From an optimization exercise on the open Yosys and OpenROAD flow, aimed at small area and a short achievable clock period; shortcuts taken in it are not production practice.
Only simulation tests tie the RTL to the original design; equivalence was not proved.
Power and IR drop assume default switching activity.

## run a
## fp32_mul
module fp32_mul (
    input wire          clk         ,
    input wire          rst_n       ,
    input wire [31:0]   a           ,        
    input wire [31:0]   b           ,        
    input wire          in_valid    ,        
    output reg          out_valid   ,        
    output reg [31:0]   result               
);
export LEC_CHECK = 0
export ABC_AREA = 1
export CAP_MARGIN = 20
export CORE_MARGIN = 2
export CORE_UTILIZATION = 40
export SETUP_SLACK_MARGIN = 5
export SLEW_MARGIN = 20
export SYNTH_HIERARCHICAL = 1
export SYNTH_MINIMUM_KEEP_SIZE = 0
create_clock -name core_clock -period 10.0 [get_ports {clk}]
standard.sh (not shown) runs the stock make flow with config.mk's settings and CLKGATE_MAP_FILE= SYNTH_SCRIPT=/design/flow/synth_recipe.tcl, a recipe that flattens the netlist after the stock synthesis.
==> flow/flow/run.sh <==
#!/bin/bash
# The standard layout (standard.sh) with two changes: the ports are buffered
# by buf_2 cells instead of the default delay buffers, and the setup repair
# aims for a slack of 6 ns. Synthesis is unchanged.
set -euo pipefail
sed "s/SETUP_SLACK_MARGIN=[0-9.]*/SETUP_SLACK_MARGIN=6/" standard.sh > standard_margin.sh
bash standard_margin.sh BUFFER_PORTS_ARGS="-buffer_cell sky130_fd_sc_hd__buf_2" finish > flow_make.log 2>&1
Run a finished end to end and its layout was clean on timing, DRC and antenna.
The following lists how run b was set up differently from run a:
# run a
export LEC_CHECK = 0
export ABC_AREA = 1
export CAP_MARGIN = 20
export CORE_MARGIN = 2
export CORE_UTILIZATION = 40
export SETUP_SLACK_MARGIN = 5
export SLEW_MARGIN = 20
export SYNTH_HIERARCHICAL = 1
export SYNTH_MINIMUM_KEEP_SIZE = 0
create_clock -name core_clock -period 10.0 [get_ports {clk}]
# run b
export LEC_CHECK = 0
export ABC_AREA = 1
export CAP_MARGIN = 20
export CORE_MARGIN = 2
export CORE_UTILIZATION = 35
export SETUP_SLACK_MARGIN = 5
export SLEW_MARGIN = 20
export SYNTH_HIERARCHICAL = 1
export SYNTH_MINIMUM_KEEP_SIZE = 0
export TNS_END_PERCENT = 10
create_clock -name core_clock -period 10.0 [get_ports {clk}]
## What came out
Wire length of the first global-routing pass ended up 2.5% lower on run b than on run a.
On die area, run b does worse than run a.
Run b ends up with a area of placed instances that is about 1.2% higher than in run a.
Of the two values seen for cell with the largest stage delay on the worst path, fa_2 was produced by run a and fa_1 by run b.
Relative to run a, the total power measured on run b has increased slightly.
Between run a and run b, fill cell total of the finished layout increased.
Of run a and run b, run a shows the higher number of multi-input logic gates, with run b below it.

========
fp32_mul again, from the RTL that the note above started with.
Design fp32_mul, start of the top module:
module fp32_mul (
    input wire          clk         ,
    input wire          rst_n       ,
    input wire [31:0]   a           ,        
    input wire [31:0]   b           ,        
    input wire          in_valid    ,        
    output reg          out_valid   ,        
    output reg [31:0]   result               
);
    wire [7:0]  ea = a[30:23];
    wire [7:0]  eb = b[30:23];
    wire [22:0] fa = a[22:0];
    wire [22:0] fb = b[22:0];
    wire a_e0 = (ea == 8'h00);
    wire b_e0 = (eb == 8'h00);
    wire a_e1 = (ea == 8'hff);
    wire b_e1 = (eb == 8'hff);
    wire a_f0 = (fa == 23'h0);
    wire b_f0 = (fb == 23'h0);
    wire a_zero = a_e0 & a_f0;
    wire b_zero = b_e0 & b_f0;
    wire a_inf  = a_e1 & a_f0;
    wire b_inf  = b_e1 & b_f0;
    wire a_nan  = a_e1 & ~a_f0;
    wire b_nan  = b_e1 & ~b_f0;
    wire c_nan  = a_nan | b_nan | (a_inf & b_zero) | (b_inf & a_zero);
    wire c_inf  = a_inf | b_inf;
    wire c_zero = a_zero | b_zero | (a_e0 & b_e0);
    wire [23:0] ma = {~a_e0, fa};
    wire [23:0] mb = {~b_e0, fb};
    wire [5:0]  qsa, qsb;
    wire [3:0]  rsa, rsb;
    wire [23:0] ca, cb;
    wire [22:0] asf, bsf;
    assign qsa[0] = ~a_e0 | ((|ma[22:20]));
    assign qsa[1] = a_e0 & (|ma[19:16]) & ~(|ma[22:20]);
    assign qsa[2] = a_e0 & (|ma[15:12]) & ~(|ma[22:20]) & ~(|ma[19:16]);
    assign qsa[3] = a_e0 & (|ma[11:8]) & ~(|ma[22:20]) & ~(|ma[19:16]) & ~(|ma[15:12]);
    assign qsa[4] = a_e0 & (|ma[7:4]) & ~(|ma[22:20]) & ~(|ma[19:16]) & ~(|ma[15:12]) & ~(|ma[11:8]);
  ...
export LEC_CHECK = 0
export ABC_AREA = 1
export CAP_MARGIN = 10
export CORE_MARGIN = 2
export CORE_UTILIZATION = 40
export SETUP_SLACK_MARGIN = 5
export SLEW_MARGIN = 10
export SYNTH_HIERARCHICAL = 1
export SYNTH_MINIMUM_KEEP_SIZE = 0
export TNS_END_PERCENT = 10
create_clock -name core_clock -period 10.0 [get_ports {clk}]
==> flow/flow/run.sh <==
#!/bin/bash
# The standard layout (standard.sh) with two changes: the ports are buffered
# by buf_2 cells instead of the default delay buffers, and the setup repair
# aims for a slack of 6.15 ns. Synthesis is unchanged.
set -euo pipefail
sed "s/SETUP_SLACK_MARGIN=[0-9.]*/SETUP_SLACK_MARGIN=6.15/" standard.sh > standard_margin.sh
bash standard_margin.sh BUFFER_PORTS_ARGS="-buffer_cell sky130_fd_sc_hd__buf_2" finish > flow_make.log 2>&1
Next try:
==> flow/flow/run.sh (replaced) <==
#!/bin/bash
# The standard layout (standard.sh) with two changes: the ports are buffered
# by buf_2 cells instead of the default delay buffers, and the setup repair
# aims for a slack of 6 ns. Synthesis is unchanged.
set -euo pipefail
sed "s/SETUP_SLACK_MARGIN=[0-9.]*/SETUP_SLACK_MARGIN=6/" standard.sh > standard_margin.sh
bash standard_margin.sh BUFFER_PORTS_ARGS="-buffer_cell sky130_fd_sc_hd__buf_2" finish > flow_make.log 2>&1
CAP_MARGIN = 20   (was 10)
SLEW_MARGIN = 20   (was 10)
Result: The changed run completed with no timing, DRC or antenna violations; via count falls by 0.99%; sequential power hardly moves; design area goes down by 1.4%; clock-buffer cell count is lower by 1; cell count came out lower by 0.45%; setup slack is worse by 0.019 ns.
Next try:
==> flow/flow/run.sh (replaced) <==
#!/bin/bash
# The standard layout (standard.sh) with two changes: the ports are buffered
# by buf_2 cells instead of the default delay buffers, and the setup repair
# aims for a slack of 5.85 ns. Synthesis is unchanged.
set -euo pipefail
sed "s/SETUP_SLACK_MARGIN=[0-9.]*/SETUP_SLACK_MARGIN=5.85/" standard.sh > standard_margin.sh
bash standard_margin.sh BUFFER_PORTS_ARGS="-buffer_cell sky130_fd_sc_hd__buf_2" finish > flow_make.log 2>&1
The changed run completed with no timing, DRC or antenna violations.
Routed wire length came out lower by a few percent.
Total power came out lower slightly.
Setup slack gets worse by 0.18 ns.
Cell count barely changes.
Hold slack gets worse by 0.0031 ns.
Combinational power came out lower slightly.
Register-to-register slack gets worse by 0.18 ns.
Clock skew came out lower by 0.0045 ns.
Die area stays the same.
Clock-buffer cell count does not change.
Next try:
==> flow/flow/run.sh (replaced) <==
#!/bin/bash
# The standard layout (standard.sh) with two changes: the ports are buffered
# by buf_2 cells instead of the default delay buffers, and the setup repair
# aims for a slack of 6 ns. Synthesis is unchanged.
set -euo pipefail
sed "s/SETUP_SLACK_MARGIN=[0-9.]*/SETUP_SLACK_MARGIN=6/" standard.sh > standard_margin.sh
bash standard_margin.sh BUFFER_PORTS_ARGS="-buffer_cell sky130_fd_sc_hd__buf_2" finish > flow_make.log 2>&1
CAP_MARGIN = 10   (was 20)
SLEW_MARGIN = 10   (was 20)
Effect: Non-clock buffer count shrinks by 12; clock-buffer cell count grows by 1; setup slack gains 0.043 ns; register-to-register slack improved by 0.04 ns; via count fell by 0.52%; global-route usage increases by 0.62 points; cell area shrinks by 1.2%; synthesized cell count is unchanged.

-- re-timing with driven ports --
The flow's constraints put no driver on any port. The routed layouts listed below were extracted and timed again, unchanged, in two steps.
Step 1 (the two cells are an assumption about what drives the block):
set clk [get_ports {clk}]
set_driving_cell -lib_cell sky130_fd_sc_hd__clkbuf_16 $clk
set_driving_cell -lib_cell sky130_fd_sc_hd__buf_2 [delete_from_list [all_inputs] $clk]
Step 2 times the ports against the registers' clock, not the clock port: input delays grow and output delays shrink by t, the midpoint of the rising clock arrivals with the driver on.
Three values: no drivers, after step 1, after step 2; two values: the first two.
| run | t, ns | setup WS [ns] | worst setup path after step 2 | worst register clock-pin slew, ns | worst data-port slew with drivers (ns) |
|---|---|---|---|---|---|
| run a | 0.557 | 5.979 / 5.979 / 5.585 | input to register | 0.09 / 0.09 | 0.06 |
| run b | 0.526 | 5.960 / 5.960 / 5.603 | input to register | 0.09 / 0.09 | 0.04 |
| the first run of note 2 | 0.546 | 5.984 / 5.984 / 5.606 | input to register | 0.08 / 0.08 | 0.06 |
| the second run of note 2 | 0.566 | 5.964 / 5.964 / 5.520 | input to register | 0.10 / 0.10 | 0.06 |
| the third run of note 2 | 0.516 | 5.786 / 5.786 / 5.441 | input to register | 0.09 / 0.09 | 0.06 |
| the fourth run of note 2 | 0.557 | 5.829 / 5.829 / 5.355 | input to register | 0.10 / 0.10 | 0.06 |
After both steps setup and hold are still met in every run listed. For the fourth run of note 2, which loses most, drivers alone change the setup slack by 0.000 ns; drivers and shift together by -0.474 ns.
